Background: an optimization exercise with open tools, aiming at small area and a short achievable clock period. Do not read the settings as production practice.
Power figures rest on the tool's default switching activity, not on a simulated workload.

==> inputs of 05-25 <==
==> flow/design.v (excerpt) <==
module reduce_prime2r(
    input               clk,rst_n,
    input [69:0]        c,
    output reg [24:0]   res
    );
  wire n1;
  wire n2;
  wire n3;
  wire n4;
  wire n5;
  wire n6;
  wire n7;
  wire n8;
  wire n9;
  wire n10;
  wire n11;
  wire n12;
  wire n13;
  wire n14;
  wire n15;
  wire n16;
  wire n17;
  wire n18;
  wire n19;
  wire n20;
  wire n21;
  wire n22;
  wire n23;
  wire n24;
  wire n25;
  wire n26;
  wire n27;
  wire n28;
  wire n29;
  wire n30;
  wire n31;
  wire n32;
  wire n33;
  wire n34;
  wire n35;
  wire n36;
  wire n37;
  wire n38;
  wire n39;
  wire n40;
  wire n41;
  wire n42;
  wire n43;
  wire n44;
  wire n45;
  wire n46;
  wire n47;
  wire n48;
  wire n49;
  wire n50;
  wire n51;
  wire n52;
  wire n53;
  wire n54;
  wire n55;
  wire n56;
  wire n57;
  wire n58;
  wire n59;
  wire n60;
  wire n61;
  wire n62;
  wire n63;
  wire n64;
  wire n65;
  wire n66;
  wire n67;
  wire n68;
  wire n69;
  wire n70;
  wire n71;
  wire n72;
  wire n73;
  wire n74;
  wire n75;
  wire n76;
  wire n77;
  wire n78;
  wire n79;
  wire n80;
  wire n81;
  wire n82;
  wire n83;
  wire n84;
  wire n85;
  wire n86;
  wire n87;
  wire n88;
  wire n89;
  wire n90;
  wire n91;
  wire n92;
  wire n93;
  wire n94;
  wire n95;
  wire n96;
  wire n97;
  wire n98;
  wire n99;
  wire n100;
  wire n101;
  wire n102;
  wire n103;
  wire n104;
  wire n105;
  wire n106;
  wire n107;
  wire n108;
  wire n109;
  wire n110;
  wire n111;
  wire n112;
  wire n113;
  wire n114;
  wire n115;
  wire n116;
  wire n117;
  wire n118;
  wire n119;
  wire n120;
  wire n121;
  wire n122;
  wire n123;
  wire n124;
  wire n125;
  wire n126;
  wire n127;
  wire n128;
  wire n129;
  wire n130;
  wire n131;
  wire n132;
  wire n133;
  wire n134;
  wire n135;
  wire n136;
  wire n137;
  wire n138;
  wire n139;
  wire n140;
  wire n141;
  wire n142;
  wire n143;
  wire n144;
  wire n145;
  wire n146;
  wire n147;
  wire n148;
  wire n149;
  wire n150;
  wire n151;
  wire n152;
  wire n153;
  wire n154;
  wire n155;
  ...
==> flow/config.mk <==
export PLATFORM = sky130hd
export DESIGN_NAME = reduce_prime2r
export DESIGN_NICKNAME = reduce_prime2r
export VERILOG_FILES = /design/flow/design.v
export SDC_FILE = /design/flow/constraint.sdc
export NUM_CORES = 4
export LEC_CHECK = 0
export CAP_MARGIN = 20
export CORE_MARGIN = 2
export CORE_UTILIZATION = 40
export SETUP_SLACK_MARGIN = 2.7
export SLEW_MARGIN = 20
==> flow/constraint.sdc <==
create_clock -name core_clock -period 5.3 [get_ports {clk}]
set_input_delay 1.0600 -clock core_clock [delete_from_list [all_inputs] [get_ports {clk}]]
set_output_delay 1.0600 -clock core_clock [all_outputs]
set_load 0.01 [all_outputs]
standard.sh (not shown) runs the stock make flow with config.mk's settings and CLKGATE_MAP_FILE= SYNTH_SCRIPT=/design/flow/synth_recipe.tcl, a recipe that flattens the netlist after the stock synthesis.
==> flow/flow/run.sh <==
#!/bin/bash
set -euo pipefail
export BUFFER_PORTS_ARGS="-buffer_cell sky130_fd_sc_hd__buf_1"
bash standard.sh > standard_flow.log 2>&1
==> 08-05: changes against 05-25 <==
--- a/flow/config.mk
+++ b/flow/config.mk
@@ -10,3 +10,2 @@
 export CORE_UTILIZATION = 40
-export SETUP_SLACK_MARGIN = 2.7
 export SLEW_MARGIN = 20
==> summary of the runs <==
Against 08-05, the global-route usage of 05-25 is higher by 0.28 points. Of 08-05 and 05-25, 05-25 has the higher register-to-register slack (gap 380 ps). Of 08-05 and 05-25, 05-25 has the higher combinational power (gap about 8%, measured against 05-25). Between 05-25 and 08-05, the lower total power is in 08-05 (gap about 8%, measured against 08-05). In synthesized cell count, 05-25 and 08-05 do not differ.
No run of this note included a check of the RTL's function; only the layout flow was run.

==> inputs of job 2557 <==
reduce_prime2r, a different RTL version from the one above (not shown whole).
## reduce_prime2r
module reduce_prime2r(
    input               clk,rst_n,
    input [69:0]        c,
    output reg [24:0]   res
    );
clock: 5.3 ns
lec_check: 0
cap_margin: 20
core_margin: 2
core_utilization: 40
cts_buf_list: sky130_fd_sc_hd__clkbuf_4 sky130_fd_sc_hd__clkbuf_8
setup_slack_margin: 2.8
slew_margin: 20
synth_hierarchical: 1
Scripts as last shown in full above: flow/flow/run.sh
==> job 4905 (differences from job 2557) <==
--- a/flow/design.v
+++ b/flow/design.v
@@ -494,150 +494,128 @@
   fa_cell u_fa79 (.a(n197), .b(n53), .c(n51), .s(n205), .co(n206));
   assign n207 = ~n203;
   fa_cell u_fa80 (.a(n207), .b(n199), .c(n205), .s(n208), .co(n209));
   assign n210 = c[60] ^ c[65];
   assign n211 = n210;
   assign n212 = n204 ^ n211;
   assign n213 = n212 ^ n206;
   assign n214 = c[0] | ~c[24];
-  assign n215 = c[1] & ~c[25];
-  assign n216 = c[1] ^ ~c[25];
-  assign n217 = c[2] & ~c[26];
-  assign n218 = c[2] ^ ~c[26];
-  assign n219 = c[3] & ~c[27];
-  assign n220 = c[3] ^ ~c[27];
-  assign n221 = c[4] & ~c[28];
-  assign n222 = c[4] ^ ~c[28];
-  assign n223 = c[5] & ~c[29];
-  assign n224 = c[5] ^ ~c[29];
-  assign n225 = n5 & n3;
-  assign n226 = n5 ^ n3;
-  assign n227 = n8 & n6;
-  assign n228 = n8 ^ n6;
-  assign n229 = n11 & n9;
-  assign n230 = n11 ^ n9;
-  assign n231 = n14 & n12;
-  assign n232 = n14 ^ n12;
-  assign n233 = n17 & n15;
-  assign n234 = n17 ^ n15;
-  assign n235 = n20 & n18;
-  assign n236 = n20 ^ n18;
-  assign n237 = n23 & n21;
-  assign n238 = n23 ^ n21;
-  assign n239 = n26 & n24;
-  assign n240 = n26 ^ n24;
-  assign n241 = n29 & n27;
-  assign n242 = n29 ^ n27;
-  assign n243 = n32 & n30;
-  assign n244 = n32 ^ n30;
-  assign n245 = n35 & n33;
-  assign n246 = n35 ^ n33;
-  assign n247 = n38 & n36;
-  assign n248 = n38 ^ n36;
-  assign n249 = n41 & n39;
-  assign n250 = n41 ^ n39;
-  assign n251 = n44 & n42;
-  assign n252 = n44 ^ n42;
-  assign n253 = n47 & n45;
-  assign n254 = n47 ^ n45;
-  assign n255 = n50 & n48;
-  assign n256 = n50 ^ n48;
-  assign n257 = n53 & n51;
-  assign n258 = n53 ^ n51;
-  assign n259 = n215 | (n216 & n214);
-  assign n260 = n216 & 1'b1;
-  assign n261 = n219 | (n220 & n217);
-  assign n262 = n220 & n218;
-  assign n263 = n223 | (n224 & n221);
-  assign n264 = n224 & n222;
-  assign n265 = n225 | (n226 & 1'b0);
-  assign n266 = n226 & n2;
-  assign n267 = n229 | (n230 & n227);
-  assign n268 = n230 & n228;
-  assign n269 = n233 | (n234 & n231);
-  assign n270 = n234 & n232;
-  assign n271 = n237 | (n238 & n235);
-  assign n272 = n238 & n236;
-  assign n273 = n241 | (n242 & n239);
-  assign n274 = n242 & n240;
-  assign n275 = n245 | (n246 & n243);
-  assign n276 = n246 & n244;
-  assign n277 = n249 | (n250 & n247);
-  assign n278 = n250 & n248;
-  assign n279 = n253 | (n254 & n251);
-  assign n280 = n254 & n252;
-  assign n281 = n257 | (n258 & n255);
-  assign n282 = n258 & n256;
-  assign n283 = n217 | (n218 & n259);
-  assign n284 = n218 & n260;
+  gpn_cell u_gp1 (.a(c[1]), .b(~c[25]), .ng(n215), .nt(n216));
+  gpn_cell u_gp2 (.a(c[2]), .b(~c[26]), .ng(n217), .nt(n218));
+  gpn_cell u_gp3 (.a(c[3]), .b(~c[27]), .ng(n219), .nt(n220));
+  gpn_cell u_gp4 (.a(c[4]), .b(~c[28]), .ng(n221), .nt(n222));
+  gpn_cell u_gp5 (.a(c[5]), .b(~c[29]), .ng(n223), .nt(n224));
+  gpn_cell u_gp7 (.a(n5), .b(n3), .ng(n225), .nt(n226));
+  gpn_cell u_gp8 (.a(n8), .b(n6), .ng(n227), .nt(n228));
+  gpn_cell u_gp9 (.a(n11), .b(n9), .ng(n229), .nt(n230));
+  gpn_cell u_gp10 (.a(n14), .b(n12), .ng(n231), .nt(n232));
+  gpn_cell u_gp11 (.a(n17), .b(n15), .ng(n233), .nt(n234));
+  gpn_cell u_gp12 (.a(n20), .b(n18), .ng(n235), .nt(n236));
+  gpn_cell u_gp13 (.a(n23), .b(n21), .ng(n237), .nt(n238));
+  gpn_cell u_gp14 (.a(n26), .b(n24), .ng(n239), .nt(n240));
+  gpn_cell u_gp15 (.a(n29), .b(n27), .ng(n241), .nt(n242));
+  gpn_cell u_gp16 (.a(n32), .b(n30), .ng(n243), .nt(n244));
+  gpn_cell u_gp17 (.a(n35), .b(n33), .ng(n245), .nt(n246));
+  gpn_cell u_gp18 (.a(n38), .b(n36), .ng(n247), .nt(n248));
+  gpn_cell u_gp19 (.a(n41), .b(n39), .ng(n249), .nt(n250));
+  gpn_cell u_gp20 (.a(n44), .b(n42), .ng(n251), .nt(n252));
+  gpn_cell u_gp21 (.a(n47), .b(n45), .ng(n253), .nt(n254));
+  gpn_cell u_gp22 (.a(n50), .b(n48), .ng(n255), .nt(n256));
+  gpn_cell u_gp23 (.a(n53), .b(n51), .ng(n257), .nt(n258));
+  assign n259 = ~n215 | (~n216 & n214);
+  assign n260 = ~n216 & 1'b1;
+  assign n261 = ~n219 | (~n220 & ~n217);
+  assign n262 = ~n220 & ~n218;
+  assign n263 = ~n223 | (~n224 & ~n221);
+  assign n264 = ~n224 & ~n222;
+  assign n265 = ~n225 | (~n226 & 1'b0);
+  assign n266 = ~n226 & n2;
+  assign n267 = ~n229 | (~n230 & ~n227);
+  assign n268 = ~n230 & ~n228;
+  assign n269 = ~n233 | (~n234 & ~n231);
+  assign n270 = ~n234 & ~n232;
+  assign n271 = ~n237 | (~n238 & ~n235);
+  assign n272 = ~n238 & ~n236;
+  assign n273 = ~n241 | (~n242 & ~n239);
+  assign n274 = ~n242 & ~n240;
+  assign n275 = ~n245 | (~n246 & ~n243);
+  assign n276 = ~n246 & ~n244;
+  assign n277 = ~n249 | (~n250 & ~n247);
+  assign n278 = ~n250 & ~n248;
+  assign n279 = ~n253 | (~n254 & ~n251);
+  assign n280 = ~n254 & ~n252;
+  assign n281 = ~n257 | (~n258 & ~n255);
+  assign n282 = ~n258 & ~n256;
+  assign n283 = ~n217 | (~n218 & n259);
+  assign n284 = ~n218 & n260;
   assign n285 = n261 | (n262 & n259);
   assign n286 = n262 & n260;
   assign n287 = 1'b0 | (n2 & n263);
   assign n288 = n2 & n264;
   assign n289 = n265 | (n266 & n263);
   assign n290 = n266 & n264;
-  assign n291 = n231 | (n232 & n267);
-  assign n292 = n232 & n268;
+  assign n291 = ~n231 | (~n232 & n267);
+  assign n292 = ~n232 & n268;
   assign n293 = n269 | (n270 & n267);
   assign n294 = n270 & n268;
-  assign n295 = n239 | (n240 & n271);
-  assign n296 = n240 & n272;
+  assign n295 = ~n239 | (~n240 & n271);
+  assign n296 = ~n240 & n272;
   assign n297 = n273 | (n274 & n271);
   assign n298 = n274 & n272;
-  assign n299 = n247 | (n248 & n275);
-  assign n300 = n248 & n276;
+  assign n299 = ~n247 | (~n248 & n275);
+  assign n300 = ~n248 & n276;
   assign n301 = n277 | (n278 & n275);
   assign n302 = n278 & n276;
-  assign n303 = n255 | (n256 & n279);
-  assign n304 = n256 & n280;
+  assign n303 = ~n255 | (~n256 & n279);
+  assign n304 = ~n256 & n280;
   assign n305 = n281 | (n282 & n279);
   assign n306 = n282 & n280;
-  assign n307 = n221 | (n222 & n285);
-  assign n308 = n222 & n286;
+  assign n307 = ~n221 | (~n222 & n285);
+  assign n308 = ~n222 & n286;
   assign n309 = n263 | (n264 & n285);
   assign n310 = n264 & n286;
   assign n311 = n287 | (n288 & n285);
   assign n312 = n288 & n286;
   assign n313 = n289 | (n290 & n285);
   assign n314 = n290 & n286;
-  assign n315 = n235 | (n236 & n293);
-  assign n316 = n236 & n294;
+  assign n315 = ~n235 | (~n236 & n293);
+  assign n316 = ~n236 & n294;
   assign n317 = n271 | (n272 & n293);
   assign n318 = n272 & n294;
   assign n319 = n295 | (n296 & n293);
   assign n320 = n296 & n294;
   assign n321 = n297 | (n298 & n293);
   assign n322 = n298 & n294;
-  assign n323 = n251 | (n252 & n301);
-  assign n324 = n252 & n302;
+  assign n323 = ~n251 | (~n252 & n301);
+  assign n324 = ~n252 & n302;
   assign n325 = n279 | (n280 & n301);
   assign n326 = n280 & n302;
   assign n327 = n303 | (n304 & n301);
   assign n328 = n304 & n302;
   assign n329 = n305 | (n306 & n301);
   assign n330 = n306 & n302;
-  assign n331 = n227 | (n228 & n313);
-  assign n332 = n228 & n314;
+  assign n331 = ~n227 | (~n228 & n313);
+  assign n332 = ~n228 & n314;
   assign n333 = n267 | (n268 & n313);
   assign n334 = n268 & n314;
   assign n335 = n291 | (n292 & n313);
   assign n336 = n292 & n314;
   assign n337 = n293 | (n294 & n313);
   assign n338 = n294 & n314;
   assign n339 = n315 | (n316 & n313);
   assign n340 = n316 & n314;
   assign n341 = n317 | (n318 & n313);
   assign n342 = n318 & n314;
   assign n343 = n319 | (n320 & n313);
   assign n344 = n320 & n314;
   assign n345 = n321 | (n322 & n313);
   assign n346 = n322 & n314;
-  assign n347 = n243 | (n244 & n345);
-  assign n348 = n244 & n346;
+  assign n347 = ~n243 | (~n244 & n345);
+  assign n348 = ~n244 & n346;
   assign n349 = n275 | (n276 & n345);
   assign n350 = n276 & n346;
   assign n351 = n299 | (n300 & n345);
   assign n352 = n300 & n346;
   assign n353 = n301 | (n302 & n345);
   assign n354 = n302 & n346;
   assign n355 = n323 | (n324 & n345);
   assign n356 = n324 & n346;
@@ -1013,8 +991,12 @@
   always @(posedge clk or negedge rst_n)
     if (!rst_n) res <= 25'd0;
     else res <= sum;
 endmodule
 module fa_cell(input a, b, c, output s, co);
   assign s = a ^ b ^ c;
   assign co = (a & b) | (a & c) | (b & c);
 endmodule
+module gpn_cell(input a, b, output ng, nt);
+  assign ng = ~(a & b);
+  assign nt = ~(a | b);
+endmodule
CORE_UTILIZATION = 60   (was 40)
PLACE_DENSITY = 0.75   (was not set)
==> comparison table <==
metric	job 2557	job 4905
Internal power of the cells	1.76 mW	1.77 mW
Final worst-path cycle share	49.2%	50.0%
Detail-routed net length per standard cell	16.3 µm	17.3 µm
Total power	2.88 mW	2.87 mW
Arrival time of data at the critical path endpoint	2.90 ns	2.94 ns
Combinational power share	52.5%	50.7%
CP Depth	5	11
Number of nets in the layout	726	711
Leakage	2.70 nW	2.55 nW
Synthesized area per cell	12.4 µm²	11.8 µm²
Count of buffers not belonging to the clock network in the layout	109	103
Post-CTS setup buffers	7	4
Sequential power	913 µW	910 µW
Net count after synthesis	606	598
Combined flip-flop and latch cell area	1630 µm²	1630 µm²
Part of the power in registers	31.8%	31.7%
Post-route cell area	6240 µm²	5960 µm²
Outcome	finished clean	finished clean
Post-Layout Cell Count	695	636
Period minus WS final	2.61 ns	2.65 ns
Remaining max-slew budget at the tightest pin	68.8%	70.3%
Setup slack of the worst register-to-register path	2.95 ns	3.01 ns
Function was not checked in any run of this note: the RTL went through the layout flow alone.

## re-timing with driven ports
The results above use ideal ports. As a check the final layouts listed here were re-extracted and re-timed, cells and wires unchanged.
Step 1 (the two cells are an assumption about what drives the block):
set clk [get_ports {clk}]
set_driving_cell -lib_cell sky130_fd_sc_hd__clkbuf_16 $clk
set_driving_cell -lib_cell sky130_fd_sc_hd__buf_2 [delete_from_list [all_inputs] $clk]
Step 2 times the ports against the registers' clock, not the clock port: input delays grow and output delays shrink by t, the midpoint of the rising clock arrivals with the driver on.
a / b / c = ideal ports / drivers / drivers and shift; a / b = the first two.
run | shift t [ns] | setup slack, ns | latest minus earliest clock arrival (ns) | worst data-port slew with drivers (ns)
05-25 | 0.366 | 2.544 / 2.533 / 2.166 | 0.007 / 0.007 | 0.05
08-05 | 0.371 | 2.276 / 2.295 / 1.924 | 0.006 / 0.007 | 0.04
job 2557 | 0.382 | 2.695 / 2.699 / 2.317 | 0.012 / 0.012 | 0.05
job 4905 | 0.366 | 2.651 / 2.649 / 2.283 | 0.010 / 0.010 | 0.07
After both steps setup and hold are still met in every run listed.
